From an optimization exercise on the open Yosys and OpenROAD flow, aimed at small area and a short achievable clock period; shortcuts taken in it are not production practice.
No run shown here included a check of the RTL's function; only the layout flow was run.
Power and IR drop assume default switching activity.

==> design.v <==
module piped_wallace_mult(
    input wire clock, reset,
    input wire [15:0] x, y,
    output reg [31:0] prod
);
    reg [59:0] r1;
    reg [101:0] r2;
    reg [61:0] r3;
    reg v1, v2, v3;
    wire g1 = x[1] & x[0];
    wire q2 = x[1] ^ x[0];
    wire g3 = x[2] & x[1];
    wire q4 = x[2] ^ x[1];
    wire g5 = x[3] & x[2];
    wire q6 = x[3] ^ x[2];
    wire g7 = x[4] & x[3];
    wire q8 = x[4] ^ x[3];
    wire g9 = x[5] & x[4];
    wire q10 = x[5] ^ x[4];
    wire g11 = x[6] & x[5];
    wire q12 = x[6] ^ x[5];
    wire g13 = x[7] & x[6];
    wire q14 = x[7] ^ x[6];
    wire g15 = x[8] & x[7];
    wire q16 = x[8] ^ x[7];
    wire g17 = x[9] & x[8];
    wire q18 = x[9] ^ x[8];
    wire g19 = x[10] & x[9];
    wire q20 = x[10] ^ x[9];
    wire g21 = x[11] & x[10];
    wire q22 = x[11] ^ x[10];
    wire g23 = x[12] & x[11];
    wire q24 = x[12] ^ x[11];
    wire g25 = x[13] & x[12];
    wire q26 = x[13] ^ x[12];
    wire g27 = x[14] & x[13];
    wire q28 = x[14] ^ x[13];
    wire g29 = x[15] & x[14];
    wire q30 = x[15] ^ x[14];
    wire t31, u32;
    pfx i33 (.gh(g5), .ph(q6), .gl(g3), .pl(q4), .g(t31), .p(u32));
    wire t34, u35;
    pfx i36 (.gh(g9), .ph(q10), .gl(g7), .pl(q8), .g(t34), .p(u35));
    wire t37, u38;
    pfx i39 (.gh(g13), .ph(q14), .gl(g11), .pl(q12), .g(t37), .p(u38));
    wire t40, u41;
    pfx i42 (.gh(g17), .ph(q18), .gl(g15), .pl(q16), .g(t40), .p(u41));
    wire t43, u44;
    pfx i45 (.gh(g21), .ph(q22), .gl(g19), .pl(q20), .g(t43), .p(u44));
    wire t46, u47;
    pfx i48 (.gh(g25), .ph(q26), .gl(g23), .pl(q24), .g(t46), .p(u47));
    wire t49, u50;
    pfx i51 (.gh(g29), .ph(q30), .gl(g27), .pl(q28), .g(t49), .p(u50));
    wire t52;
    pfx_g i53 (.gh(g3), .ph(q4), .gl(g1), .g(t52));
    wire t54;
    pfx_g i55 (.gh(t31), .ph(u32), .gl(g1), .g(t54));
    wire t56, u57;
    pfx i58 (.gh(g11), .ph(q12), .gl(t34), .pl(u35), .g(t56), .p(u57));
    wire t59, u60;
    pfx i61 (.gh(t37), .ph(u38), .gl(t34), .pl(u35), .g(t59), .p(u60));
    wire t62, u63;
    pfx i64 (.gh(g19), .ph(q20), .gl(t40), .pl(u41), .g(t62), .p(u63));
    wire t65, u66;
    pfx i67 (.gh(t43), .ph(u44), .gl(t40), .pl(u41), .g(t65), .p(u66));
    wire t68, u69;
    pfx i70 (.gh(g27), .ph(q28), .gl(t46), .pl(u47), .g(t68), .p(u69));
    wire t71, u72;
    pfx i73 (.gh(t49), .ph(u50), .gl(t46), .pl(u47), .g(t71), .p(u72));
    wire t74;
    pfx_g i75 (.gh(g7), .ph(q8), .gl(t54), .g(t74));
    wire t76;
    pfx_g i77 (.gh(t34), .ph(u35), .gl(t54), .g(t76));
    wire t78;
    pfx_g i79 (.gh(t56), .ph(u57), .gl(t54), .g(t78));
    wire t80;
    pfx_g i81 (.gh(t59), .ph(u60), .gl(t54), .g(t80));
    wire t82, u83;
    pfx i84 (.gh(g23), .ph(q24), .gl(t65), .pl(u66), .g(t82), .p(u83));
    wire t85, u86;
    pfx i87 (.gh(t46), .ph(u47), .gl(t65), .pl(u66), .g(t85), .p(u86));
    wire t88, u89;
    pfx i90 (.gh(t68), .ph(u69), .gl(t65), .pl(u66), .g(t88), .p(u89));
    wire t91, u92;
    pfx i93 (.gh(t71), .ph(u72), .gl(t65), .pl(u66), .g(t91), .p(u92));
    wire t94;
    pfx_g i95 (.gh(g15), .ph(q16), .gl(t80), .g(t94));
    wire t96;
    pfx_g i97 (.gh(t40), .ph(u41), .gl(t80), .g(t96));
    wire t98;
    pfx_g i99 (.gh(t62), .ph(u63), .gl(t80), .g(t98));
    wire t100;
    pfx_g i101 (.gh(t65), .ph(u66), .gl(t80), .g(t100));
    wire t102;
    pfx_g i103 (.gh(t82), .ph(u83), .gl(t80), .g(t102));
    wire t104;
    pfx_g i105 (.gh(t85), .ph(u86), .gl(t80), .g(t104));
    wire t106;
    pfx_g i107 (.gh(t88), .ph(u89), .gl(t80), .g(t106));
    wire t108;
    pfx_g i109 (.gh(t91), .ph(u92), .gl(t80), .g(t108));
    wire t110 = x[15] & t108;
    wire z111 = q4 ^ g1;
    wire z112 = q6 ^ t52;
    wire z113 = q8 ^ t54;
    wire z114 = q10 ^ t74;
    wire z115 = q12 ^ t76;
    wire z116 = q14 ^ t78;
    wire z117 = q16 ^ t80;
    wire z118 = q18 ^ t94;
    wire z119 = q20 ^ t96;
    wire z120 = q22 ^ t98;
    wire z121 = q24 ^ t100;
    wire z122 = q26 ^ t102;
    wire z123 = q28 ^ t104;
    wire z124 = q30 ^ t106;
    wire z125 = x[15] ^ t108;
    wire p126 = ((r1[33] & r1[0]) | (r1[35] & r1[0])) ^ r1[37];
    wire p127 = ((r1[33] & r1[1]) | (r1[34] & r1[0]) | (r1[35] & r1[16])) ^ r1[37];
    wire p128 = ((r1[33] & r1[2]) | (r1[34] & r1[1]) | (r1[35] & r1[17]) | (r1[36] & r1[0])) ^ r1[37];
    wire p129 = ((r1[33] & r1[3]) | (r1[34] & r1[2]) | (r1[35] & r1[18]) | (r1[36] & r1[1])) ^ r1[37];
    wire p130 = ((r1[33] & r1[4]) | (r1[34] & r1[3]) | (r1[35] & r1[19]) | (r1[36] & r1[2])) ^ r1[37];
    wire p131 = ((r1[33] & r1[5]) | (r1[34] & r1[4]) | (r1[35] & r1[20]) | (r1[36] & r1[3])) ^ r1[37];
    wire p132 = ((r1[33] & r1[6]) | (r1[34] & r1[5]) | (r1[35] & r1[21]) | (r1[36] & r1[4])) ^ r1[37];
    wire p133 = ((r1[33] & r1[7]) | (r1[34] & r1[6]) | (r1[35] & r1[22]) | (r1[36] & r1[5])) ^ r1[37];
    wire p134 = ((r1[33] & r1[8]) | (r1[34] & r1[7]) | (r1[35] & r1[23]) | (r1[36] & r1[6])) ^ r1[37];
    wire p135 = ((r1[33] & r1[9]) | (r1[34] & r1[8]) | (r1[35] & r1[24]) | (r1[36] & r1[7])) ^ r1[37];
    wire p136 = ((r1[33] & r1[10]) | (r1[34] & r1[9]) | (r1[35] & r1[25]) | (r1[36] & r1[8])) ^ r1[37];
    wire p137 = ((r1[33] & r1[11]) | (r1[34] & r1[10]) | (r1[35] & r1[26]) | (r1[36] & r1[9])) ^ r1[37];
    wire p138 = ((r1[33] & r1[12]) | (r1[34] & r1[11]) | (r1[35] & r1[27]) | (r1[36] & r1[10])) ^ r1[37];
    wire p139 = ((r1[33] & r1[13]) | (r1[34] & r1[12]) | (r1[35] & r1[28]) | (r1[36] & r1[11])) ^ r1[37];
    wire p140 = ((r1[33] & r1[14]) | (r1[34] & r1[13]) | (r1[35] & r1[29]) | (r1[36] & r1[12])) ^ r1[37];
    wire p141 = ((r1[33] & r1[15]) | (r1[34] & r1[14]) | (r1[35] & r1[30]) | (r1[36] & r1[13])) ^ r1[37];
    wire p142 = ((r1[34] & r1[15]) | (r1[35] & r1[31]) | (r1[36] & r1[14])) ^ r1[37];
    wire p143 = ((r1[35] & r1[32]) | (r1[36] & r1[15])) ^ r1[37];
    wire p144 = ((r1[38] & r1[0]) | (r1[40] & r1[0])) ^ r1[42];
    wire p145 = ((r1[38] & r1[1]) | (r1[39] & r1[0]) | (r1[40] & r1[16])) ^ r1[42];
    wire p146 = ((r1[38] & r1[2]) | (r1[39] & r1[1]) | (r1[40] & r1[17]) | (r1[41] & r1[0])) ^ r1[42];
    wire p147 = ((r1[38] & r1[3]) | (r1[39] & r1[2]) | (r1[40] & r1[18]) | (r1[41] & r1[1])) ^ r1[42];
    wire p148 = ((r1[38] & r1[4]) | (r1[39] & r1[3]) | (r1[40] & r1[19]) | (r1[41] & r1[2])) ^ r1[42];
    wire p149 = ((r1[38] & r1[5]) | (r1[39] & r1[4]) | (r1[40] & r1[20]) | (r1[41] & r1[3])) ^ r1[42];
    wire p150 = ((r1[38] & r1[6]) | (r1[39] & r1[5]) | (r1[40] & r1[21]) | (r1[41] & r1[4])) ^ r1[42];
    wire p151 = ((r1[38] & r1[7]) | (r1[39] & r1[6]) | (r1[40] & r1[22]) | (r1[41] & r1[5])) ^ r1[42];
    wire p152 = ((r1[38] & r1[8]) | (r1[39] & r1[7]) | (r1[40] & r1[23]) | (r1[41] & r1[6])) ^ r1[42];
    wire p153 = ((r1[38] & r1[9]) | (r1[39] & r1[8]) | (r1[40] & r1[24]) | (r1[41] & r1[7])) ^ r1[42];
    wire p154 = ((r1[38] & r1[10]) | (r1[39] & r1[9]) | (r1[40] & r1[25]) | (r1[41] & r1[8])) ^ r1[42];
    wire p155 = ((r1[38] & r1[11]) | (r1[39] & r1[10]) | (r1[40] & r1[26]) | (r1[41] & r1[9])) ^ r1[42];
    wire p156 = ((r1[38] & r1[12]) | (r1[39] & r1[11]) | (r1[40] & r1[27]) | (r1[41] & r1[10])) ^ r1[42];
    wire p157 = ((r1[38] & r1[13]) | (r1[39] & r1[12]) | (r1[40] & r1[28]) | (r1[41] & r1[11])) ^ r1[42];
    wire p158 = ((r1[38] & r1[14]) | (r1[39] & r1[13]) | (r1[40] & r1[29]) | (r1[41] & r1[12])) ^ r1[42];
    wire p159 = ((r1[38] & r1[15]) | (r1[39] & r1[14]) | (r1[40] & r1[30]) | (r1[41] & r1[13])) ^ r1[42];
    wire p160 = ((r1[39] & r1[15]) | (r1[40] & r1[31]) | (r1[41] & r1[14])) ^ r1[42];
    wire p161 = ((r1[40] & r1[32]) | (r1[41] & r1[15])) ^ r1[42];
    wire p162 = ((r1[43] & r1[0]) | (r1[45] & r1[0])) ^ r1[47];
    wire p163 = ((r1[43] & r1[1]) | (r1[44] & r1[0]) | (r1[45] & r1[16])) ^ r1[47];
    wire p164 = ((r1[43] & r1[2]) | (r1[44] & r1[1]) | (r1[45] & r1[17]) | (r1[46] & r1[0])) ^ r1[47];
    wire p165 = ((r1[43] & r1[3]) | (r1[44] & r1[2]) | (r1[45] & r1[18]) | (r1[46] & r1[1])) ^ r1[47];
    wire p166 = ((r1[43] & r1[4]) | (r1[44] & r1[3]) | (r1[45] & r1[19]) | (r1[46] & r1[2])) ^ r1[47];
    wire p167 = ((r1[43] & r1[5]) | (r1[44] & r1[4]) | (r1[45] & r1[20]) | (r1[46] & r1[3])) ^ r1[47];
    wire p168 = ((r1[43] & r1[6]) | (r1[44] & r1[5]) | (r1[45] & r1[21]) | (r1[46] & r1[4])) ^ r1[47];
    wire p169 = ((r1[43] & r1[7]) | (r1[44] & r1[6]) | (r1[45] & r1[22]) | (r1[46] & r1[5])) ^ r1[47];
    wire p170 = ((r1[43] & r1[8]) | (r1[44] & r1[7]) | (r1[45] & r1[23]) | (r1[46] & r1[6])) ^ r1[47];
    wire p171 = ((r1[43] & r1[9]) | (r1[44] & r1[8]) | (r1[45] & r1[24]) | (r1[46] & r1[7])) ^ r1[47];
    wire p172 = ((r1[43] & r1[10]) | (r1[44] & r1[9]) | (r1[45] & r1[25]) | (r1[46] & r1[8])) ^ r1[47];
    wire p173 = ((r1[43] & r1[11]) | (r1[44] & r1[10]) | (r1[45] & r1[26]) | (r1[46] & r1[9])) ^ r1[47];
    wire p174 = ((r1[43] & r1[12]) | (r1[44] & r1[11]) | (r1[45] & r1[27]) | (r1[46] & r1[10])) ^ r1[47];
    wire p175 = ((r1[43] & r1[13]) | (r1[44] & r1[12]) | (r1[45] & r1[28]) | (r1[46] & r1[11])) ^ r1[47];
    wire p176 = ((r1[43] & r1[14]) | (r1[44] & r1[13]) | (r1[45] & r1[29]) | (r1[46] & r1[12])) ^ r1[47];
    wire p177 = ((r1[43] & r1[15]) | (r1[44] & r1[14]) | (r1[45] & r1[30]) | (r1[46] & r1[13])) ^ r1[47];
    wire p178 = ((r1[44] & r1[15]) | (r1[45] & r1[31]) | (r1[46] & r1[14])) ^ r1[47];
    wire p179 = ((r1[45] & r1[32]) | (r1[46] & r1[15])) ^ r1[47];
    wire p180 = ((r1[48] & r1[0]) | (r1[50] & r1[0])) ^ r1[52];
    wire p181 = ((r1[48] & r1[1]) | (r1[49] & r1[0]) | (r1[50] & r1[16])) ^ r1[52];
    wire p182 = ((r1[48] & r1[2]) | (r1[49] & r1[1]) | (r1[50] & r1[17]) | (r1[51] & r1[0])) ^ r1[52];
    wire p183 = ((r1[48] & r1[3]) | (r1[49] & r1[2]) | (r1[50] & r1[18]) | (r1[51] & r1[1])) ^ r1[52];
    wire p184 = ((r1[48] & r1[4]) | (r1[49] & r1[3]) | (r1[50] & r1[19]) | (r1[51] & r1[2])) ^ r1[52];
    wire p185 = ((r1[48] & r1[5]) | (r1[49] & r1[4]) | (r1[50] & r1[20]) | (r1[51] & r1[3])) ^ r1[52];
    wire p186 = ((r1[48] & r1[6]) | (r1[49] & r1[5]) | (r1[50] & r1[21]) | (r1[51] & r1[4])) ^ r1[52];
    wire p187 = ((r1[48] & r1[7]) | (r1[49] & r1[6]) | (r1[50] & r1[22]) | (r1[51] & r1[5])) ^ r1[52];
    wire p188 = ((r1[48] & r1[8]) | (r1[49] & r1[7]) | (r1[50] & r1[23]) | (r1[51] & r1[6])) ^ r1[52];
    wire p189 = ((r1[48] & r1[9]) | (r1[49] & r1[8]) | (r1[50] & r1[24]) | (r1[51] & r1[7])) ^ r1[52];
    wire p190 = ((r1[48] & r1[10]) | (r1[49] & r1[9]) | (r1[50] & r1[25]) | (r1[51] & r1[8])) ^ r1[52];
    wire p191 = ((r1[48] & r1[11]) | (r1[49] & r1[10]) | (r1[50] & r1[26]) | (r1[51] & r1[9])) ^ r1[52];
    wire p192 = ((r1[48] & r1[12]) | (r1[49] & r1[11]) | (r1[50] & r1[27]) | (r1[51] & r1[10])) ^ r1[52];
    wire p193 = ((r1[48] & r1[13]) | (r1[49] & r1[12]) | (r1[50] & r1[28]) | (r1[51] & r1[11])) ^ r1[52];
    wire p194 = ((r1[48] & r1[14]) | (r1[49] & r1[13]) | (r1[50] & r1[29]) | (r1[51] & r1[12])) ^ r1[52];
    wire p195 = ((r1[48] & r1[15]) | (r1[49] & r1[14]) | (r1[50] & r1[30]) | (r1[51] & r1[13])) ^ r1[52];
    wire p196 = ((r1[49] & r1[15]) | (r1[50] & r1[31]) | (r1[51] & r1[14])) ^ r1[52];
    wire p197 = ((r1[50] & r1[32]) | (r1[51] & r1[15])) ^ r1[52];
    wire p198 = ((r1[53] & r1[0]) | (r1[55] & r1[0])) ^ r1[57];
    wire p199 = ((r1[53] & r1[1]) | (r1[54] & r1[0]) | (r1[55] & r1[16])) ^ r1[57];
    wire p200 = ((r1[53] & r1[2]) | (r1[54] & r1[1]) | (r1[55] & r1[17]) | (r1[56] & r1[0])) ^ r1[57];
    wire p201 = ((r1[53] & r1[3]) | (r1[54] & r1[2]) | (r1[55] & r1[18]) | (r1[56] & r1[1])) ^ r1[57];
    wire p202 = ((r1[53] & r1[4]) | (r1[54] & r1[3]) | (r1[55] & r1[19]) | (r1[56] & r1[2])) ^ r1[57];
    wire p203 = ((r1[53] & r1[5]) | (r1[54] & r1[4]) | (r1[55] & r1[20]) | (r1[56] & r1[3])) ^ r1[57];
    wire p204 = ((r1[53] & r1[6]) | (r1[54] & r1[5]) | (r1[55] & r1[21]) | (r1[56] & r1[4])) ^ r1[57];
    wire p205 = ((r1[53] & r1[7]) | (r1[54] & r1[6]) | (r1[55] & r1[22]) | (r1[56] & r1[5])) ^ r1[57];
    wire p206 = ((r1[53] & r1[8]) | (r1[54] & r1[7]) | (r1[55] & r1[23]) | (r1[56] & r1[6])) ^ r1[57];
    wire p207 = ((r1[53] & r1[9]) | (r1[54] & r1[8]) | (r1[55] & r1[24]) | (r1[56] & r1[7])) ^ r1[57];
    wire p208 = ((r1[53] & r1[10]) | (r1[54] & r1[9]) | (r1[55] & r1[25]) | (r1[56] & r1[8])) ^ r1[57];
    wire p209 = ((r1[53] & r1[11]) | (r1[54] & r1[10]) | (r1[55] & r1[26]) | (r1[56] & r1[9])) ^ r1[57];
    wire p210 = ((r1[53] & r1[12]) | (r1[54] & r1[11]) | (r1[55] & r1[27]) | (r1[56] & r1[10])) ^ r1[57];
    wire p211 = ((r1[53] & r1[13]) | (r1[54] & r1[12]) | (r1[55] & r1[28]) | (r1[56] & r1[11])) ^ r1[57];
    wire p212 = ((r1[53] & r1[14]) | (r1[54] & r1[13]) | (r1[55] & r1[29]) | (r1[56] & r1[12])) ^ r1[57];
    wire p213 = ((r1[53] & r1[15]) | (r1[54] & r1[14]) | (r1[55] & r1[30]) | (r1[56] & r1[13])) ^ r1[57];
    wire p214 = ((r1[54] & r1[15]) | (r1[55] & r1[31]) | (r1[56] & r1[14])) ^ r1[57];
    wire p215 = ((r1[55] & r1[32]) | (r1[56] & r1[15])) ^ r1[57];
    wire p216 = (r1[58] & r1[0]);
    wire p217 = (r1[58] & r1[1]) | (r1[59] & r1[0]);
    wire p218 = (r1[58] & r1[2]) | (r1[59] & r1[1]);
    wire p219 = (r1[58] & r1[3]) | (r1[59] & r1[2]);
    wire p220 = (r1[58] & r1[4]) | (r1[59] & r1[3]);
    wire p221 = (r1[58] & r1[5]) | (r1[59] & r1[4]);
    wire p222 = (r1[58] & r1[6]) | (r1[59] & r1[5]);
    wire p223 = (r1[58] & r1[7]) | (r1[59] & r1[6]);
    wire p224 = (r1[58] & r1[8]) | (r1[59] & r1[7]);
    wire p225 = (r1[58] & r1[9]) | (r1[59] & r1[8]);
    wire p226 = (r1[58] & r1[10]) | (r1[59] & r1[9]);
    wire p227 = (r1[58] & r1[11]) | (r1[59] & r1[10]);
    wire p228 = (r1[58] & r1[12]) | (r1[59] & r1[11]);
    wire p229 = (r1[58] & r1[13]) | (r1[59] & r1[12]);
    wire p230 = (r1[58] & r1[14]) | (r1[59] & r1[13]);
    wire p231 = (r1[58] & r1[15]) | (r1[59] & r1[14]);
    wire p232 = (r1[59] & r1[15]);
    wire p233 = ~r1[37];
    wire p234 = ~r1[42];
    wire p235 = ~r1[47];
    wire p236 = ~r1[52];
    wire p237 = ~r1[57];
    wire s238 = p135 ^ p150;
    wire c239 = p135 & p150;
    wire s240 = p136 ^ p151;
    wire c241 = p136 & p151;
    wire s242 = p137 ^ p152;
    wire c243 = p137 & p152;
    wire s244 = p138 ^ p153 ^ p168;
    wire c245 = (p138 & p153) | (p138 & p168) | (p153 & p168);
    wire s246 = p183 ^ p198;
    wire c247 = p183 & p198;
    wire s248 = p139 ^ p154 ^ p169;
    wire c249 = (p139 & p154) | (p139 & p169) | (p154 & p169);
    wire s250 = p184 ^ p199;
    wire c251 = p184 & p199;
    wire s252 = p140 ^ p155 ^ p170;
    wire c253 = (p140 & p155) | (p140 & p170) | (p155 & p170);
    wire s254 = p185 ^ p200;
    wire c255 = p185 & p200;
    wire s256 = p141 ^ p156 ^ p171;
    wire c257 = (p141 & p156) | (p141 & p171) | (p156 & p171);
    wire s258 = p186 ^ p201 ^ p216;
    wire c259 = (p186 & p201) | (p186 & p216) | (p201 & p216);
    wire s260 = p142 ^ p157 ^ p172;
    wire c261 = (p142 & p157) | (p142 & p172) | (p157 & p172);
    wire s262 = p187 ^ p202 ^ p217;
    wire c263 = (p187 & p202) | (p187 & p217) | (p202 & p217);
    wire s264 = p143 ^ p158 ^ p173;
    wire c265 = (p143 & p158) | (p143 & p173) | (p158 & p173);
    wire s266 = p188 ^ p203 ^ p218;
    wire c267 = (p188 & p203) | (p188 & p218) | (p203 & p218);
    wire s268 = p159 ^ p174 ^ p189;
    wire c269 = (p159 & p174) | (p159 & p189) | (p174 & p189);
    wire s270 = p204 ^ p219 ^ r1[37];
    wire c271 = (p204 & p219) | (p204 & r1[37]) | (p219 & r1[37]);
    wire s272 = p160 ^ p175 ^ p190;
    wire c273 = (p160 & p175) | (p160 & p190) | (p175 & p190);
    wire s274 = p205 ^ p220 ^ r1[37];
    wire c275 = (p205 & p220) | (p205 & r1[37]) | (p220 & r1[37]);
    wire s276 = p161 ^ p176 ^ p191;
    wire c277 = (p161 & p176) | (p161 & p191) | (p176 & p191);
    wire s278 = p206 ^ p221 ^ r1[37];
    wire c279 = (p206 & p221) | (p206 & r1[37]) | (p221 & r1[37]);
    wire s280 = p177 ^ p192 ^ p207;
    wire c281 = (p177 & p192) | (p177 & p207) | (p192 & p207);
    wire s282 = p222 ^ p233 ^ p234;
    wire c283 = (p222 & p233) | (p222 & p234) | (p233 & p234);
    wire s284 = p178 ^ p193 ^ p208;
    wire c285 = (p178 & p193) | (p178 & p208) | (p193 & p208);
    wire s286 = p223 ^ 1'b1;
    wire c287 = p223 & 1'b1;
    wire s288 = p179 ^ p194 ^ p209;
    wire c289 = (p179 & p194) | (p179 & p209) | (p194 & p209);
    wire s290 = p224 ^ 1'b1;
    wire c291 = p224 & 1'b1;
    wire s292 = p195 ^ p210 ^ p225;
    wire c293 = (p195 & p210) | (p195 & p225) | (p210 & p225);
    wire s294 = p196 ^ p211;
    wire c295 = p196 & p211;
    wire s296 = p197 ^ p212;
    wire c297 = p197 & p212;
    wire s298 = r2[11] ^ r2[12];
    wire c299 = r2[11] & r2[12];
    wire s300 = r2[15] ^ r2[16];
    wire c301 = r2[15] & r2[16];
    wire s302 = r2[18] ^ r2[19];
    wire c303 = r2[18] & r2[19];
    wire s304 = r2[21] ^ r2[22] ^ r2[23];
    wire c305 = (r2[21] & r2[22]) | (r2[21] & r2[23]) | (r2[22] & r2[23]);
    wire s306 = r2[25] ^ r2[26] ^ r2[27];
    wire c307 = (r2[25] & r2[26]) | (r2[25] & r2[27]) | (r2[26] & r2[27]);
    wire s308 = r2[29] ^ r2[30] ^ r2[31];
    wire c309 = (r2[29] & r2[30]) | (r2[29] & r2[31]) | (r2[30] & r2[31]);
    wire s310 = r2[33] ^ r2[34] ^ r2[35];
    wire c311 = (r2[33] & r2[34]) | (r2[33] & r2[35]) | (r2[34] & r2[35]);
    wire s312 = r2[37] ^ r2[38] ^ r2[39];
    wire c313 = (r2[37] & r2[38]) | (r2[37] & r2[39]) | (r2[38] & r2[39]);
    wire s314 = r2[41] ^ r2[42] ^ r2[43];
    wire c315 = (r2[41] & r2[42]) | (r2[41] & r2[43]) | (r2[42] & r2[43]);
    wire s316 = r2[45] ^ r2[46] ^ r2[47];
    wire c317 = (r2[45] & r2[46]) | (r2[45] & r2[47]) | (r2[46] & r2[47]);
    wire s318 = r2[49] ^ r2[50] ^ r2[51];
    wire c319 = (r2[49] & r2[50]) | (r2[49] & r2[51]) | (r2[50] & r2[51]);
    wire s320 = r2[53] ^ r2[54] ^ r2[55];
    wire c321 = (r2[53] & r2[54]) | (r2[53] & r2[55]) | (r2[54] & r2[55]);
    wire s322 = r2[57] ^ r2[58] ^ r2[59];
    wire c323 = (r2[57] & r2[58]) | (r2[57] & r2[59]) | (r2[58] & r2[59]);
    wire s324 = r2[61] ^ r2[62] ^ r2[63];
    wire c325 = (r2[61] & r2[62]) | (r2[61] & r2[63]) | (r2[62] & r2[63]);
    wire s326 = r2[65] ^ r2[66] ^ r2[67];
    wire c327 = (r2[65] & r2[66]) | (r2[65] & r2[67]) | (r2[66] & r2[67]);
    wire s328 = r2[69] ^ r2[70] ^ r2[71];
    wire c329 = (r2[69] & r2[70]) | (r2[69] & r2[71]) | (r2[70] & r2[71]);
    wire s330 = r2[73] ^ r2[74] ^ r2[75];
    wire c331 = (r2[73] & r2[74]) | (r2[73] & r2[75]) | (r2[74] & r2[75]);
    wire s332 = r2[77] ^ r2[78] ^ r2[79];
    wire c333 = (r2[77] & r2[78]) | (r2[77] & r2[79]) | (r2[78] & r2[79]);
    wire s334 = r2[81] ^ r2[82] ^ r2[83];
    wire c335 = (r2[81] & r2[82]) | (r2[81] & r2[83]) | (r2[82] & r2[83]);
    wire s336 = r2[85] ^ r2[86] ^ r2[87];
    wire c337 = (r2[85] & r2[86]) | (r2[85] & r2[87]) | (r2[86] & r2[87]);
    wire s338 = r2[88] ^ r2[89] ^ r2[90];
    wire c339 = (r2[88] & r2[89]) | (r2[88] & r2[90]) | (r2[89] & r2[90]);
    wire s340 = r2[91] ^ r2[92] ^ r2[93];
    wire c341 = (r2[91] & r2[92]) | (r2[91] & r2[93]) | (r2[92] & r2[93]);
    wire s342 = r2[95] ^ r2[96];
    wire c343 = r2[95] & r2[96];
    wire s344 = r2[97] ^ r2[98];
    wire c345 = r2[97] & r2[98];
    wire s346 = r2[4] ^ r2[5];
    wire c347 = r2[4] & r2[5];
    wire s348 = r2[7] ^ r2[8];
    wire c349 = r2[7] & r2[8];
    wire s350 = r2[9] ^ r2[10];
    wire c351 = r2[9] & r2[10];
    wire s352 = s298 ^ r2[13] ^ r2[14];
    wire c353 = (s298 & r2[13]) | (s298 & r2[14]) | (r2[13] & r2[14]);
    wire s354 = c299 ^ s300 ^ r2[17];
    wire c355 = (c299 & s300) | (c299 & r2[17]) | (s300 & r2[17]);
    wire s356 = c301 ^ s302 ^ r2[20];
    wire c357 = (c301 & s302) | (c301 & r2[20]) | (s302 & r2[20]);
    wire s358 = c303 ^ s304 ^ r2[24];
    wire c359 = (c303 & s304) | (c303 & r2[24]) | (s304 & r2[24]);
    wire s360 = c305 ^ s306 ^ r2[28];
    wire c361 = (c305 & s306) | (c305 & r2[28]) | (s306 & r2[28]);
    wire s362 = c307 ^ s308 ^ r2[32];
    wire c363 = (c307 & s308) | (c307 & r2[32]) | (s308 & r2[32]);
    wire s364 = c309 ^ s310 ^ r2[36];
    wire c365 = (c309 & s310) | (c309 & r2[36]) | (s310 & r2[36]);
    wire s366 = c311 ^ s312 ^ r2[40];
    wire c367 = (c311 & s312) | (c311 & r2[40]) | (s312 & r2[40]);
    wire s368 = c313 ^ s314 ^ r2[44];
    wire c369 = (c313 & s314) | (c313 & r2[44]) | (s314 & r2[44]);
    wire s370 = c315 ^ s316 ^ r2[48];
    wire c371 = (c315 & s316) | (c315 & r2[48]) | (s316 & r2[48]);
    wire s372 = c317 ^ s318 ^ r2[52];
    wire c373 = (c317 & s318) | (c317 & r2[52]) | (s318 & r2[52]);
    wire s374 = c319 ^ s320 ^ r2[56];
    wire c375 = (c319 & s320) | (c319 & r2[56]) | (s320 & r2[56]);
    wire s376 = c321 ^ s322 ^ r2[60];
    wire c377 = (c321 & s322) | (c321 & r2[60]) | (s322 & r2[60]);
    wire s378 = c323 ^ s324 ^ r2[64];
    wire c379 = (c323 & s324) | (c323 & r2[64]) | (s324 & r2[64]);
    wire s380 = c325 ^ s326 ^ r2[68];
    wire c381 = (c325 & s326) | (c325 & r2[68]) | (s326 & r2[68]);
    wire s382 = c327 ^ s328 ^ r2[72];
    wire c383 = (c327 & s328) | (c327 & r2[72]) | (s328 & r2[72]);
    wire s384 = c329 ^ s330 ^ r2[76];
    wire c385 = (c329 & s330) | (c329 & r2[76]) | (s330 & r2[76]);
    wire s386 = c331 ^ s332 ^ r2[80];
    wire c387 = (c331 & s332) | (c331 & r2[80]) | (s332 & r2[80]);
    wire s388 = c333 ^ s334 ^ r2[84];
    wire c389 = (c333 & s334) | (c333 & r2[84]) | (s334 & r2[84]);
    wire s390 = c335 ^ s336 ^ 1'b1;
    wire c391 = (c335 & s336) | (c335 & 1'b1) | (s336 & 1'b1);
    wire s392 = c337 ^ s338 ^ 1'b1;
    wire c393 = (c337 & s338) | (c337 & 1'b1) | (s338 & 1'b1);
    wire s394 = c339 ^ s340 ^ r2[94];
    wire c395 = (c339 & s340) | (c339 & r2[94]) | (s340 & r2[94]);
    wire s396 = c341 ^ s342 ^ 1'b1;
    wire c397 = (c341 & s342) | (c341 & 1'b1) | (s342 & 1'b1);
    wire s398 = c343 ^ s344 ^ 1'b1;
    wire c399 = (c343 & s344) | (c343 & 1'b1) | (s344 & 1'b1);
    wire s400 = c345 ^ r2[99] ^ r2[100];
    wire c401 = (c345 & r2[99]) | (c345 & r2[100]) | (r2[99] & r2[100]);
    wire s402 = r2[101] ^ 1'b1;
    wire c403 = r2[101] & 1'b1;
    wire t404 = r3[2] & r3[0];
    wire u405 = r3[5] & r3[3];
    wire t406, u407;
    pfx i408 (.gh(r3[8]), .ph(r3[9]), .gl(r3[6]), .pl(r3[7]), .g(t406), .p(u407));
    wire t409, u410;
    pfx i411 (.gh(r3[12]), .ph(r3[13]), .gl(r3[10]), .pl(r3[11]), .g(t409), .p(u410));
    wire t412, u413;
    pfx i414 (.gh(r3[16]), .ph(r3[17]), .gl(r3[14]), .pl(r3[15]), .g(t412), .p(u413));
    wire t415, u416;
    pfx i417 (.gh(r3[20]), .ph(r3[21]), .gl(r3[18]), .pl(r3[19]), .g(t415), .p(u416));
    wire t418, u419;
    pfx i420 (.gh(r3[24]), .ph(r3[25]), .gl(r3[22]), .pl(r3[23]), .g(t418), .p(u419));
    wire t421, u422;
    pfx i423 (.gh(r3[28]), .ph(r3[29]), .gl(r3[26]), .pl(r3[27]), .g(t421), .p(u422));
    wire t424, u425;
    pfx i426 (.gh(r3[32]), .ph(r3[33]), .gl(r3[30]), .pl(r3[31]), .g(t424), .p(u425));
    wire t427, u428;
    pfx i429 (.gh(r3[36]), .ph(r3[37]), .gl(r3[34]), .pl(r3[35]), .g(t427), .p(u428));
    wire t430, u431;
    pfx i432 (.gh(r3[40]), .ph(r3[41]), .gl(r3[38]), .pl(r3[39]), .g(t430), .p(u431));
    wire t433, u434;
    pfx i435 (.gh(r3[44]), .ph(r3[45]), .gl(r3[42]), .pl(r3[43]), .g(t433), .p(u434));
    wire t436, u437;
    pfx i438 (.gh(r3[48]), .ph(r3[49]), .gl(r3[46]), .pl(r3[47]), .g(t436), .p(u437));
    wire t439, u440;
    pfx i441 (.gh(r3[52]), .ph(r3[53]), .gl(r3[50]), .pl(r3[51]), .g(t439), .p(u440));
    wire t442, u443;
    pfx i444 (.gh(r3[56]), .ph(r3[57]), .gl(r3[54]), .pl(r3[55]), .g(t442), .p(u443));
    wire t445 = r3[3] & t404;
    wire t446;
    pfx_g i447 (.gh(r3[4]), .ph(u405), .gl(t404), .g(t446));
    wire t448, u449;
    pfx i450 (.gh(r3[10]), .ph(r3[11]), .gl(t406), .pl(u407), .g(t448), .p(u449));
    wire t451, u452;
    pfx i453 (.gh(t409), .ph(u410), .gl(t406), .pl(u407), .g(t451), .p(u452));
    wire t454, u455;
    pfx i456 (.gh(r3[18]), .ph(r3[19]), .gl(t412), .pl(u413), .g(t454), .p(u455));
    wire t457, u458;
    pfx i459 (.gh(t415), .ph(u416), .gl(t412), .pl(u413), .g(t457), .p(u458));
    wire t460, u461;
    pfx i462 (.gh(r3[26]), .ph(r3[27]), .gl(t418), .pl(u419), .g(t460), .p(u461));
    wire t463, u464;
    pfx i465 (.gh(t421), .ph(u422), .gl(t418), .pl(u419), .g(t463), .p(u464));
    wire t466, u467;
    pfx i468 (.gh(r3[34]), .ph(r3[35]), .gl(t424), .pl(u425), .g(t466), .p(u467));
    wire t469, u470;
    pfx i471 (.gh(t427), .ph(u428), .gl(t424), .pl(u425), .g(t469), .p(u470));
    wire t472, u473;
    pfx i474 (.gh(r3[42]), .ph(r3[43]), .gl(t430), .pl(u431), .g(t472), .p(u473));
    wire t475, u476;
    pfx i477 (.gh(t433), .ph(u434), .gl(t430), .pl(u431), .g(t475), .p(u476));
    wire t478, u479;
    pfx i480 (.gh(r3[50]), .ph(r3[51]), .gl(t436), .pl(u437), .g(t478), .p(u479));
    wire t481, u482;
    pfx i483 (.gh(t439), .ph(u440), .gl(t436), .pl(u437), .g(t481), .p(u482));
    wire t484, u485;
    pfx i486 (.gh(r3[58]), .ph(r3[59]), .gl(t442), .pl(u443), .g(t484), .p(u485));
    wire t487;
    pfx_g i488 (.gh(r3[6]), .ph(r3[7]), .gl(t446), .g(t487));
    wire t489;
    pfx_g i490 (.gh(t406), .ph(u407), .gl(t446), .g(t489));
    wire t491;
    pfx_g i492 (.gh(t448), .ph(u449), .gl(t446), .g(t491));
    wire t493;
    pfx_g i494 (.gh(t451), .ph(u452), .gl(t446), .g(t493));
    wire t495, u496;
    pfx i497 (.gh(r3[22]), .ph(r3[23]), .gl(t457), .pl(u458), .g(t495), .p(u496));
    wire t498, u499;
    pfx i500 (.gh(t418), .ph(u419), .gl(t457), .pl(u458), .g(t498), .p(u499));
    wire t501, u502;
    pfx i503 (.gh(t460), .ph(u461), .gl(t457), .pl(u458), .g(t501), .p(u502));
    wire t504, u505;
    pfx i506 (.gh(t463), .ph(u464), .gl(t457), .pl(u458), .g(t504), .p(u505));
    wire t507, u508;
    pfx i509 (.gh(r3[38]), .ph(r3[39]), .gl(t469), .pl(u470), .g(t507), .p(u508));
    wire t510, u511;
    pfx i512 (.gh(t430), .ph(u431), .gl(t469), .pl(u470), .g(t510), .p(u511));
    wire t513, u514;
    pfx i515 (.gh(t472), .ph(u473), .gl(t469), .pl(u470), .g(t513), .p(u514));
    wire t516, u517;
    pfx i518 (.gh(t475), .ph(u476), .gl(t469), .pl(u470), .g(t516), .p(u517));
    wire t519, u520;
    pfx i521 (.gh(r3[54]), .ph(r3[55]), .gl(t481), .pl(u482), .g(t519), .p(u520));
    wire t522, u523;
    pfx i524 (.gh(t442), .ph(u443), .gl(t481), .pl(u482), .g(t522), .p(u523));
    wire t525, u526;
    pfx i527 (.gh(t484), .ph(u485), .gl(t481), .pl(u482), .g(t525), .p(u526));
    wire t528;
    pfx_g i529 (.gh(r3[14]), .ph(r3[15]), .gl(t493), .g(t528));
    wire t530;
    pfx_g i531 (.gh(t412), .ph(u413), .gl(t493), .g(t530));
    wire t532;
    pfx_g i533 (.gh(t454), .ph(u455), .gl(t493), .g(t532));
    wire t534;
    pfx_g i535 (.gh(t457), .ph(u458), .gl(t493), .g(t534));
    wire t536;
    pfx_g i537 (.gh(t495), .ph(u496), .gl(t493), .g(t536));
    wire t538;
    pfx_g i539 (.gh(t498), .ph(u499), .gl(t493), .g(t538));
    wire t540;
    pfx_g i541 (.gh(t501), .ph(u502), .gl(t493), .g(t540));
    wire t542;
    pfx_g i543 (.gh(t504), .ph(u505), .gl(t493), .g(t542));
    wire t544, u545;
    pfx i546 (.gh(r3[46]), .ph(r3[47]), .gl(t516), .pl(u517), .g(t544), .p(u545));
    wire t547, u548;
    pfx i549 (.gh(t436), .ph(u437), .gl(t516), .pl(u517), .g(t547), .p(u548));
    wire t550, u551;
    pfx i552 (.gh(t478), .ph(u479), .gl(t516), .pl(u517), .g(t550), .p(u551));
    wire t553, u554;
    pfx i555 (.gh(t481), .ph(u482), .gl(t516), .pl(u517), .g(t553), .p(u554));
    wire t556, u557;
    pfx i558 (.gh(t519), .ph(u520), .gl(t516), .pl(u517), .g(t556), .p(u557));
    wire t559, u560;
    pfx i561 (.gh(t522), .ph(u523), .gl(t516), .pl(u517), .g(t559), .p(u560));
    wire t562, u563;
    pfx i564 (.gh(t525), .ph(u526), .gl(t516), .pl(u517), .g(t562), .p(u563));
    wire t565;
    pfx_g i566 (.gh(r3[30]), .ph(r3[31]), .gl(t542), .g(t565));
    wire t567;
    pfx_g i568 (.gh(t424), .ph(u425), .gl(t542), .g(t567));
    wire t569;
    pfx_g i570 (.gh(t466), .ph(u467), .gl(t542), .g(t569));
    wire t571;
    pfx_g i572 (.gh(t469), .ph(u470), .gl(t542), .g(t571));
    wire t573;
    pfx_g i574 (.gh(t507), .ph(u508), .gl(t542), .g(t573));
    wire t575;
    pfx_g i576 (.gh(t510), .ph(u511), .gl(t542), .g(t575));
    wire t577;
    pfx_g i578 (.gh(t513), .ph(u514), .gl(t542), .g(t577));
    wire t579;
    pfx_g i580 (.gh(t516), .ph(u517), .gl(t542), .g(t579));
    wire t581;
    pfx_g i582 (.gh(t544), .ph(u545), .gl(t542), .g(t581));
    wire t583;
    pfx_g i584 (.gh(t547), .ph(u548), .gl(t542), .g(t583));
    wire t585;
    pfx_g i586 (.gh(t550), .ph(u551), .gl(t542), .g(t585));
    wire t587;
    pfx_g i588 (.gh(t553), .ph(u554), .gl(t542), .g(t587));
    wire t589;
    pfx_g i590 (.gh(t556), .ph(u557), .gl(t542), .g(t589));
    wire t591;
    pfx_g i592 (.gh(t559), .ph(u560), .gl(t542), .g(t591));
    wire t593;
    pfx_g i594 (.gh(t562), .ph(u563), .gl(t542), .g(t593));
    wire z595 = r3[2] ^ r3[0];
    wire z596 = r3[3] ^ t404;
    wire z597 = r3[5] ^ t445;
    wire z598 = r3[7] ^ t446;
    wire z599 = r3[9] ^ t487;
    wire z600 = r3[11] ^ t489;
    wire z601 = r3[13] ^ t491;
    wire z602 = r3[15] ^ t493;
    wire z603 = r3[17] ^ t528;
    wire z604 = r3[19] ^ t530;
    wire z605 = r3[21] ^ t532;
    wire z606 = r3[23] ^ t534;
    wire z607 = r3[25] ^ t536;
    wire z608 = r3[27] ^ t538;
    wire z609 = r3[29] ^ t540;
    wire z610 = r3[31] ^ t542;
    wire z611 = r3[33] ^ t565;
    wire z612 = r3[35] ^ t567;
    wire z613 = r3[37] ^ t569;
    wire z614 = r3[39] ^ t571;
    wire z615 = r3[41] ^ t573;
    wire z616 = r3[43] ^ t575;
    wire z617 = r3[45] ^ t577;
    wire z618 = r3[47] ^ t579;
    wire z619 = r3[49] ^ t581;
    wire z620 = r3[51] ^ t583;
    wire z621 = r3[53] ^ t585;
    wire z622 = r3[55] ^ t587;
    wire z623 = r3[57] ^ t589;
    wire z624 = r3[59] ^ t591;
    wire z625 = r3[61] ^ t593;
    wire [31:0] result = {z625, z624, z623, z622, z621, z620, z619, z618, z617, z616, z615, z614, z613, z612, z611, z610, z609, z608, z607, z606, z605, z604, z603, z602, z601, z600, z599, z598, z597, z596, z595, r3[1]};
    always @(posedge clock) begin
        r1 <= {(y[14] & y[15]), (y[14] & ~y[15]) | (~y[14] & y[15]), y[14], (y[11] & y[12] & y[13] & ~y[14]) | (~y[11] & ~y[12] & ~y[13] & y[14]), (y[11] & ~y[12] & y[13] & ~y[14]) | (~y[11] & y[12] & y[13] & ~y[14]) | (y[11] & ~y[12] & ~y[13] & y[14]) | (~y[11] & y[12] & ~y[13] & y[14]), (y[11] & y[12] & ~y[13] & ~y[14]) | (~y[11] & ~y[12] & y[13] & ~y[14]) | (y[11] & y[12] & ~y[13] & y[14]) | (~y[11] & ~y[12] & y[13] & y[14]), (y[11] & ~y[12] & ~y[13] & ~y[14]) | (~y[11] & y[12] & ~y[13] & ~y[14]) | (y[11] & ~y[12] & y[13] & y[14]) | (~y[11] & y[12] & y[13] & y[14]), y[11], (y[8] & y[9] & y[10] & ~y[11]) | (~y[8] & ~y[9] & ~y[10] & y[11]), (y[8] & ~y[9] & y[10] & ~y[11]) | (~y[8] & y[9] & y[10] & ~y[11]) | (y[8] & ~y[9] & ~y[10] & y[11]) | (~y[8] & y[9] & ~y[10] & y[11]), (y[8] & y[9] & ~y[10] & ~y[11]) | (~y[8] & ~y[9] & y[10] & ~y[11]) | (y[8] & y[9] & ~y[10] & y[11]) | (~y[8] & ~y[9] & y[10] & y[11]), (y[8] & ~y[9] & ~y[10] & ~y[11]) | (~y[8] & y[9] & ~y[10] & ~y[11]) | (y[8] & ~y[9] & y[10] & y[11]) | (~y[8] & y[9] & y[10] & y[11]), y[8], (y[5] & y[6] & y[7] & ~y[8]) | (~y[5] & ~y[6] & ~y[7] & y[8]), (y[5] & ~y[6] & y[7] & ~y[8]) | (~y[5] & y[6] & y[7] & ~y[8]) | (y[5] & ~y[6] & ~y[7] & y[8]) | (~y[5] & y[6] & ~y[7] & y[8]), (y[5] & y[6] & ~y[7] & ~y[8]) | (~y[5] & ~y[6] & y[7] & ~y[8]) | (y[5] & y[6] & ~y[7] & y[8]) | (~y[5] & ~y[6] & y[7] & y[8]), (y[5] & ~y[6] & ~y[7] & ~y[8]) | (~y[5] & y[6] & ~y[7] & ~y[8]) | (y[5] & ~y[6] & y[7] & y[8]) | (~y[5] & y[6] & y[7] & y[8]), y[5], (y[2] & y[3] & y[4] & ~y[5]) | (~y[2] & ~y[3] & ~y[4] & y[5]), (y[2] & ~y[3] & y[4] & ~y[5]) | (~y[2] & y[3] & y[4] & ~y[5]) | (y[2] & ~y[3] & ~y[4] & y[5]) | (~y[2] & y[3] & ~y[4] & y[5]), (y[2] & y[3] & ~y[4] & ~y[5]) | (~y[2] & ~y[3] & y[4] & ~y[5]) | (y[2] & y[3] & ~y[4] & y[5]) | (~y[2] & ~y[3] & y[4] & y[5]), (y[2] & ~y[3] & ~y[4] & ~y[5]) | (~y[2] & y[3] & ~y[4] & ~y[5]) | (y[2] & ~y[3] & y[4] & y[5]) | (~y[2] & y[3] & y[4] & y[5]), y[2], (~y[0] & ~y[1] & y[2]), (y[0] & y[1] & ~y[2]) | (y[0] & ~y[1] & y[2]), (~y[0] & y[1] & ~y[2]) | (~y[0] & y[1] & y[2]), (y[0] & ~y[1] & ~y[2]) | (y[0] & y[1] & y[2]), t110, z125, z124, z123, z122, z121, z120, z119, z118, z117, z116, z115, z114, z113, z112, z111, q2, x[15], x[14], x[13], x[12], x[11], x[10], x[9], x[8], x[7], x[6], x[5], x[4], x[3], x[2], x[1], x[0]};
        r2 <= {p232, p237, p231, p230, p215, p229, p214, p236, p228, p213, c297, p227, s296, c295, p226, s294, c293, p235, s292, c291, c289, s290, s288, c287, c285, s286, s284, c283, c281, s282, s280, c279, c277, s278, s276, c275, c273, s274, s272, c271, c269, s270, s268, c267, c265, s266, s264, c263, c261, s262, s260, c259, c257, s258, s256, c255, c253, s254, s252, c251, c249, s250, s248, c247, c245, r1[57], s246, s244, c243, p182, p167, s242, c241, p181, p166, s240, c239, r1[52], p180, p165, s238, p164, p149, p134, p163, p148, p133, r1[47], p162, p147, p132, p146, p131, p145, p130, r1[42], p144, p129, p128, p127, r1[37], p126};
        r3 <= {c401 ^ s402, c401 & s402, c399 ^ s400, c399 & s400, c397 ^ s398, c397 & s398, c395 ^ s396, c395 & s396, c393 ^ s394, c393 & s394, c391 ^ s392, c391 & s392, c389 ^ s390, c389 & s390, c387 ^ s388, c387 & s388, c385 ^ s386, c385 & s386, c383 ^ s384, c383 & s384, c381 ^ s382, c381 & s382, c379 ^ s380, c379 & s380, c377 ^ s378, c377 & s378, c375 ^ s376, c375 & s376, c373 ^ s374, c373 & s374, c371 ^ s372, c371 & s372, c369 ^ s370, c369 & s370, c367 ^ s368, c367 & s368, c365 ^ s366, c365 & s366, c363 ^ s364, c363 & s364, c361 ^ s362, c361 & s362, c359 ^ s360, c359 & s360, c357 ^ s358, c357 & s358, c355 ^ s356, c355 & s356, c353 ^ s354, c353 & s354, c351 ^ s352, c351 & s352, c349 ^ s350, c349 & s350, c347 ^ s348, c347 & s348, s346 ^ r2[6], s346 & r2[6], r2[3], r2[2], r2[0] ^ r2[1], r2[0] & r2[1]};
    end
    always @(posedge clock or posedge reset)
        if (reset) begin
            v1 <= 1'b0; v2 <= 1'b0; v3 <= 1'b0; prod <= 32'd0;
        end else begin
            v1 <= 1'b1; v2 <= v1; v3 <= v2;
            prod <= v3 ? result : 32'd0;
        end
endmodule
module pfx(input wire gh, ph, gl, pl, output wire g, p);
    assign g = gh | (ph & gl);
    assign p = ph & pl;
endmodule
module pfx_g(input wire gh, ph, gl, output wire g);
    assign g = gh | (ph & gl);
endmodule
==> run.sh <==
#!/bin/bash
# synth_recipe.tcl (not shown) runs the flow's synth.tcl, then flattens the netlist and writes it again
# the make line also repeats each setting of config.mk as NAME=value (left out here)
make -C /OpenROAD-flow-scripts/flow DESIGN_CONFIG=/design/flow/config.mk WORK_HOME=/design/flow/orfs CLKGATE_MAP_FILE= SYNTH_SCRIPT=/design/flow/synth_recipe.tcl finish
==> config.mk <==
export PLATFORM = sky130hd
export DESIGN_NAME = piped_wallace_mult
export DESIGN_NICKNAME = piped_wallace_mult
export VERILOG_FILES = /design/flow/design.v
export SDC_FILE = /design/flow/constraint.sdc
export NUM_CORES = 4
export LEC_CHECK = 0
export CAP_MARGIN = 20
export CORE_MARGIN = 2
export CORE_UTILIZATION = 40
export CTS_BUF_LIST = sky130_fd_sc_hd__clkbuf_8
export SETUP_SLACK_MARGIN = 1.1
export SLEW_MARGIN = 20
export SYNTH_HIERARCHICAL = 1
export SYNTH_MINIMUM_KEEP_SIZE = 0
==> constraint.sdc <==
create_clock -name core_clock -period 2.8 [get_ports {clock}]
set_input_delay 0.5600 -clock core_clock [delete_from_list [all_inputs] [get_ports {clock}]]
set_output_delay 0.5600 -clock core_clock [all_outputs]
set_load 0.01 [all_outputs]
==> key figures, run 1 <==
Clock network
  • Root buf cell: clkbuf_8
  • Total CTS buffers: 41
  • Clk slew on worst S/H paths: 0.06 ns
  • Hold_buf cts: 0
  • CTS HTree Levels: 2
  • Clock Path Buffers: 3
  • Clock sink total: 258
  • TritonCTS clock tree: built
  • Clk latency of the worst-skew pair: 0.55 ns

Power
  • Pwr/cell area: 892 nW/um^2
  • Worst IR drop on VDD: 0.394 mV
  • Total power: 13900 uW
  • Leak Pwr: 0.00716 uW

Synth
  • Yosys top cell area share: 34.2%
  • Post-Syn Instances: 1101
  • Number of flops mapped to enable cells by yosys: 0
  • Ys flop type: dfxtp_1
  • Synthesized flop and latch total: 258
  • Post-synth top cells: 223 x dfxtp_1, 103 x a21o_1, 99 x xnor2_1
  • Syn avg cell area: 11.8 um^2
  • Cell variety after synth: 29
  • Mapped Nets: 1263
  • Synth warn: 7
  • Cell taking the most area after synthesis: dfxtp_1
  • Dominant cells by area after synthesis: dfxtp_1 34%, fa_1 9.2%, a221oi_2 7.1%
  • Asr flop ratio synth: 13.6%
  • Top-count cell post-synth: dfxtp_1
  • Post-synthesis sequential area ratio: 41.0%
  • Synth Cell Area: 13000 um^2

Critical path
  • Critical Path AT: 2.25 ns
  • Critical path class: reg -> reg
  • CP Launch Type: flop
  • Crit Path Max Fanout: 8
  • CP required: 3.23 ns
  • Crit end category: flop

Final layout
  • Register area: 5460 um^2
  • NumNets Final: 1375
  • Area added between synthesis and finish: 19.5%
  • Final Util: 48.2%
  • Area of the multi-input gates: 7280 um^2
  • Fraction of layout cells with a size suffix above 1: 29.0%
  • Fillers: 2916

Global route
  • Tot GR Track Use: 16.4%
  • Total gr overflow: 0
  • Vias in the first global route: 8401
  • Global-route wire length before repair: 44600 um
  • Pin count of the biggest net entering global routing: 36
  • Initial antenna violation count: 0

Route
  • Iter 0 DRT Violations: 486
  • WL final: 27700 um
  • Wirelength per Cell: 16.5 um
  • Final ANT Viol Nets: 0
  • Drt first pass iters: 5
  • # DRC: 0
  • Vias per inst: 4.95
  • Via count: 8323

STA
  • Min cycle time layout: 1.83 ns
  • Slew HR: 50.6%
  • RSZ-0062 raised after global routing: true
  • Setup TNS: 0 ns
  • Fin. max-slew vios: 0
  • # setup viols final: 0
  • Final Hold Viols: 0
  • Tightest Pin Transition: 0.741 ns
  • Period utilization: 65.3%
  • FMAX: 547 MHz
  • Layout Skew: 0.0310 ns

Placement
  • DP Wirelength: 20100 um
  • RePlAce Congestion: 0.844
  • I/O Buffers: 65

Floorplanning
  • Io pins: 66
  • # rows: 66
  • Die area: 34100 um^2
  • Die Ht: 185 um
  • Die Width: 185 um
  • Starting Density: 40.4%
  • Core ar.: 32300 um^2

Run
  • MaxCap Viol Count: 0

Run status
  • Status: complete, no violations

Hold path
  • Hold Crit Class: in -> reg
==> metal layers <==
metal	track usage, %	vias up	share of wire [%]
met2	25.7	246	44
met4	5.70	0	3.3
met5	0	-	0
li1	-	4051	-
met3	3.28	71	5.9
met1	22.5	3955	47
==> modules after synthesis (local to each module, per instance) <==
module / times used / cells
piped_wallace_mult: 1 / 937
pfx_g: 42 / 1
pfx: 61 / 2
==> placed cells by master, fill, tap and decap left out, types with 8 or more instances in the layout <==
master | netlist | routed
dfxtp_1 | 223 | 172
a21o_1 | 103 | 97
and2_1 | 97 | 94
xnor2_1 | 99 | 92
inv_1 | 69 | 80
a22o_1 | 73 | 73
buf_4 | 7 | 70
a221oi_2 | 62 | 55
fa_1 | 60 | 50
clkbuf_8 | 0 | 50
ha_1 | 68 | 48
xor2_1 | 44 | 44
dfrtp_1 | 35 | 35
buf_2 | 38 | 33
dfxtp_2 | 0 | 29
dfxtp_4 | 0 | 22
clkdlybuf4s50_1 | 0 | 17
ha_4 | 0 | 16
buf_6 | 27 | 14
nand2_1 | 12 | 12
a222oi_1 | 10 | 10
fa_2 | 0 | 10
clkbuf_2 | 2 | 10
o21ai_0 | 9 | 9
a22oi_1 | 9 | 9
a221oi_4 | 0 | 8
nor2_1 | 8 | 8
==> cell type report <==
cell class                 count  share of cell area, %
antenna                        1                 0.0161
tap                          442                   3.55
inverter                      69                   1.66
sequential                   258                   35.0
multi-input combinational    688                   46.8
timing repair buffer         155                   7.85
clock inverter                18                  0.699
clock buffer                  50                   4.42
==> through the flow <==
step	worst slack, ns	hold slack [ns]	instance area [um^2]	std cells
after global routing	0.924	0.172	15600	1680
after floorplan	0.868	0.310	13100	1101
after detailed placement	0.107	0.320	14000	1552
after CTS	0.961	0.304	15100	1649
after global placement	0.163	0.316	14000	1552
final	0.971	0.190	15600	1681
==> timing repair <==
action	in CTS	in global routing
endpoints found under the hold margin	0	0
pin swaps	69	66
resized for setup	222	98
setup endpoints to repair	121	87
cloned	1	1
buffers inserted	28	30
==> worst max-delay path, cell delays in order, from the launching register on <==
cell,delay [ns]
dfxtp_1,0.30
ha_2,0.18
a21o_4,0.22
a21o_4,0.23
a21o_4,0.25
a21o_1,0.20
xor2_1,0.16
and2_1,0.16
==> state kept, by name, summed over array words and instances, names as in the netlist <==
| signal | cells |
|---|---|
| r2 | 102 |
| r3 | 61 |
| v1 | 1 |
| r1 | 60 |
| prod | 32 |
| v2 | 1 |
| v3 | 1 |
==> report_power, final <==
part	internal (uW)	total, uW	switching [uW]
sequential	4840	5600	754
combinational	2720	5230	2520
clock	1700	3070	1370
==> path summary, 6_finish.rpt <==
kind | from | to | slack [ns] | cells after the start
min reg2reg | r2[2] | r3[2] | 0.34 | 0
min in group asynchronous | reset | prod[11] | 0.42 | 3
min | x[7] | r1[7] | 0.19 | 1
max in group asynchronous | reset | prod[28] | 2.06 | 3
max | r3[0] | prod[29] | 0.97 | 7
max reg2reg | r3[0] | prod[29] | 0.97 | 7
==> kinds of logic after synthesis <==
family          share of synthesized area [%]
compound gates                           20.8
other cells                            0.0288
fa+ha+maj                                15.7
simple gates                             6.15
buf+inv                                  6.75
xor+xnor                                 9.61
flops                                    41.0
==> inputs of run 2 (changes only) <==
--- a/config.mk
+++ b/config.mk
@@ -9,7 +9,7 @@
 export CORE_MARGIN = 2
 export CORE_UTILIZATION = 40
 export CTS_BUF_LIST = sky130_fd_sc_hd__clkbuf_8
-export SETUP_SLACK_MARGIN = 1.1
+export SETUP_SLACK_MARGIN = 0.95
 export SLEW_MARGIN = 20
 export SYNTH_HIERARCHICAL = 1
 export SYNTH_MINIMUM_KEEP_SIZE = 0
==> run 2 against run 1 <==
  * Clock skew is 0.014 ns lower
  * Routed wire length is 4.1% lower
  * Utilization is 1.4 points lower
  * Critical path depth stayed put
  * Total power is 2.6% higher
  * Maximum frequency is 1.9% lower
  * Still clean on timing, DRC and antenna
  * Sequential cell count stayed put
  * Combinational power is 5.0% lower
  * Cell count is 2.4% lower
  * Global-route usage is 0.27 points lower
  * Sequential power hardly changed
  * Via count is 3.6% lower
==> key figures, run 2 <==
Run status
  • Status: complete, no violations

Placement
  • I/O Buffers: 65 (unchanged)
  • RePlAce Congestion: 0.828 (-1.8%)
  • DP Wirelength: 20200 um (+0.34%)

Global route
  • Total gr overflow: 0 (unchanged)
  • Vias in the first global route: 8152 (-3.0%)
  • Initial antenna violation count: 0 (unchanged)
  • Tot GR Track Use: 16.1% (-0.27 points)
  • Global-route wire length before repair: 43900 um (-1.7%)
  • Pin count of the biggest net entering global routing: 36 (unchanged)

Critical path
  • Critical path class: in -> reg
  • CP Cell Sequence: clkdlybuf4s50_1, ha_1, and2_1, and2_1, a21o_1, a21o_1, ha_2
  • Crit Path Max Fanout: 4 (-4)
  • Critical Path Start: x[11]
  • Critical Path AT: 2.35 ns (+0.10 ns)
  • Crit end category: flop
  • Largest stage delay, worst path: 0.47 ns (+0.17 ns)
  • CP required: 3.29 ns (+0.06 ns)
  • CP Buf/Inv Count: 1 (+1)
  • CP delay by family, top: adder cells
  • Worst r2r src: r3[17]
  • CP max stage cell: clkdlybuf4s50_1
  • CP Launch Type: input pin

Final layout
  • NumNets Final: 1326 (-3.6%)
  • Commonest non-fill, non-tap cells in the layout: 186 x dfxtp_1, 98 x xnor2_1, 98 x a21o_1
  • Fraction of layout cells with a size suffix above 1: 19.6% (-9.4 points)
  • Largest regs: r2: 102 flops, r3: 61 flops, r1: 60 flops
  • Max FFs per register: 102 (unchanged)
  • Largest register by flop count: r2
  • Fillers: 2953 (+1.3%)
  • Area added between synthesis and finish: 16.1%
  • Leading cell type in the layout, fill and taps excluded: dfxtp_1
  • # diodes: 0 (-1)

Synth
  • Ys flop type: dfxtp_1
  • Cell taking the most area after synthesis: dfxtp_1
  • Dominant cells by area after synthesis: dfxtp_1 34%, fa_1 9.2%, a221oi_2 7.1%
  • Mapped Nets: 1263 (unchanged)
  • Synth Cell Area: 13000 um^2 (unchanged)
  • Post-synthesis sequential area ratio: 41.0% (unchanged)
  • Cell variety after synth: 29 (unchanged)
  • Synthesized flop and latch total: 258 (unchanged)
  • Synth warn: 7 (unchanged)
  • Post-Syn Instances: 1101 (unchanged)
  • Number of flops mapped to enable cells by yosys: 0 (unchanged)
  • Syn avg cell area: 11.8 um^2 (unchanged)
  • Post-synth top cells: 223 x dfxtp_1, 103 x a21o_1, 99 x xnor2_1
  • Yosys top cell area share: 34.2% (unchanged)
  • Top-count cell post-synth: dfxtp_1
  • Asr flop ratio synth: 13.6% (unchanged)

Floorplanning
  • Die Width: 185 um (unchanged)
  • Io pins: 66 (unchanged)
  • Starting Density: 40.4% (unchanged)
  • Die Ht: 185 um (unchanged)
  • # rows: 66 (unchanged)
  • Core ar.: 32300 um^2 (unchanged)
  • Die area: 34100 um^2 (unchanged)

Power
  • Sw Ratio: 32.5% (-0.90 points)
  • Clock power frac: 25.7% (+3.6 points)
  • Comb pwr share: 34.8% (-2.8 points)
  • Pwr/cell area: 943 nW/um^2 (+5.6%)
  • Int Pwr: 9630 uW (+4.0%)
  • Sequential share of power: 39.5% (-0.8 points)
  • Worst IR drop on VDD: 0.358 mV (-9.2%)
  • P_sw: 4630 uW (-0.16%)
  • Leak Pwr: 0.00701 uW (-2.1%)

Clock network
  • CTS HTree Levels: 2 (unchanged)
  • Clock sink total: 258 (unchanged)
  • Clk slew on worst S/H paths: 0.06 ns (about the same)
  • Clock Path Buffers: 3 (unchanged)
  • Root buf cell: clkbuf_8
  • TritonCTS clock tree: built
  • Total CTS buffers: 44 (+7.3%)
  • Clk latency of the worst-skew pair: 0.55 ns (about the same)

STA
  • Min cycle time layout: 1.86 ns (+0.0350 ns)
  • Tightest Pin Transition: 0.740 ns (-0.000942 ns)
  • Final Hold Viols: 0 (unchanged)
  • RSZ-0062 raised after global routing: true
  • FMAX: 536 MHz (-1.9%)
  • # setup viols final: 0 (unchanged)
  • Layout Skew: 0.0169 ns (-0.0141 ns)
  • Setup TNS: 0 ns (unchanged)
  • Slew HR: 50.6% (about the same)
  • Fin. max-slew vios: 0 (unchanged)
  • Period utilization: 66.6% (+1.3 points)
  • Worst hold slack: 0.241 ns (+0.0514 ns)

Route
  • Final ANT Viol Nets: 0 (unchanged)
  • Drt first pass iters: 5 (unchanged)
  • Iter 0 DRT Violations: 554 (+14%)
  • Wirelength per Cell: 16.2 um (-1.7%)
  • Via count: 8021 (-3.6%)
  • Vias per inst: 4.89 (-1.2%)
  • # DRC: 0 (unchanged)
  • WL final: 26600 um (-4.1%)

Run
  • MaxCap Viol Count: 0 (unchanged)

Hold path
  • Hold Crit Class: in -> reg
  • Worst hold start: x[8]
[run 2: layout make-up]
cell class	count	area [um^2]	area share, %
Clock buffer	53	729	4.82
Inverter	69	259	1.71
Sequential cell	258	5390	35.6
Clock inverter	27	262	1.73
Timing Repair Buffer	104	930	6.14
Tap cell	442	553	3.66
Multi-Input combinational cell	687	7010	46.3
[run 2: cells by family (layout without fill, tap and decap cells)]
logic type / after synthesis / in the layout / synth area share (%)
AO/OA/AOI/OAI: 282 / 283 / 20.8
XOR/XNOR: 143 / 143 / 9.61
adder cells (fa/ha/maj): 128 / 128 / 15.7
buffers and inverters: 157 / 253 / 6.75
flip-flops: 258 / 258 / 41.0
other: 1 / 1 / 0.0288
AND/OR/NAND/NOR: 132 / 132 / 6.15
[run 2: worst paths after layout]
path	endpoint	slack (ns)	cells after the start
max	r1[31]	0.94	7
min	r1[8]	0.24	1
max reg2reg	prod[29]	0.95	7
min reg2reg	r3[2]	0.32	0
max in group asynchronous	prod[28]	2.06	3
min in group asynchronous	prod[15]	0.42	3
[run 2: layer usage]
layer	part of all wire, %	vias up	GRT usage (%)
li1	-	3958	-
met1	49	3818	22.5
met4	1.8	0	4.58
met2	44	206	25.4
met5	0	-	0
met3	5.2	39	3.04
[run 2: what timing repair did]
item	in CTS	in global routing
setup endpoints to repair	86	49
pin swaps	8	22
hold buffers	0	0
cloned	1	0
resized for setup	71	35
setup buffers	1	6
[run 2: worst reg2reg max path, cell delays in order (launching register included)]
cell and delay [ns]:
dfxtp_2 0.32, a21o_1 0.20, a21o_1 0.23, a21o_1 0.22, a21o_4 0.24, a21o_1 0.20
xor2_1 0.15, and2_1 0.16
[run 2: power groups by stage]
stage / Clock, uW / Sequential (uW) / Combinational (uW)
5_1_grt: 4000 / 5770 / 5770
3_5_place_dp: 0 / 5710 / 4980
6_report: 3660 / 5630 / 4970
4_1_cts: 3800 / 5630 / 5010
2_1_floorplan: 0 / 5450 / 3660
3_3_place_gp: 0 / 5680 / 4930
[run 2: per-stage QoR]
step                      util, %  cells  cell area, um^2  worst slack, ns  total power [uW]
after floorplan                 -   1101            13100            0.866              9110
after global placement       43.1   1552            13900            0.165             10600
after detailed placement     43.1   1552            13900            0.124             10700
after CTS                    46.4   1634            15000            0.885             14400
after global routing         46.9   1640            15100            0.881             15500
final                        46.9   1640            15100            0.936             14300
[run 2: per-module statistics from Yosys, one instance, submodules excluded]
module,flops+latches,times used,cells inside,cell area (um^2)
pfx,0,61,2,13.8
pfx_g,0,42,1,7.51
piped_wallace_mult,258,1,937,11900

static timing again, ports no longer ideal:
No port has a modelled driver above. Below, the same layouts with a new extraction and two added sets of constraints.
Step 1: set_driving_cell puts a clkbuf_16 on clock and a buf_2 on each other input, an assumption about the parent block.
Step 2, shift: input delay + t, output delay - t, t = (earliest + latest rising clock arrival at the registers) / 2. This alone moves slack from input paths to output paths.
a / b / c = ideal / step 1 / step 2; a / b = the first two.
| run | t, ns | setup WS [ns] | hold slack, ns | pins driven straight from the clock port |
|---|---|---|---|---|
| run 1 | 0.575 | 0.971 / 0.971 / 0.590 | 0.190 / 0.170 / 0.337 | 1 |
| run 2 | 0.581 | 0.936 / 0.953 / 0.377 | 0.241 / 0.221 / 0.317 | 1 |
After both steps setup and hold are still met in every run listed. For run 2, which loses most, drivers alone change the setup slack by +0.017 ns; drivers and shift together by -0.559 ns.
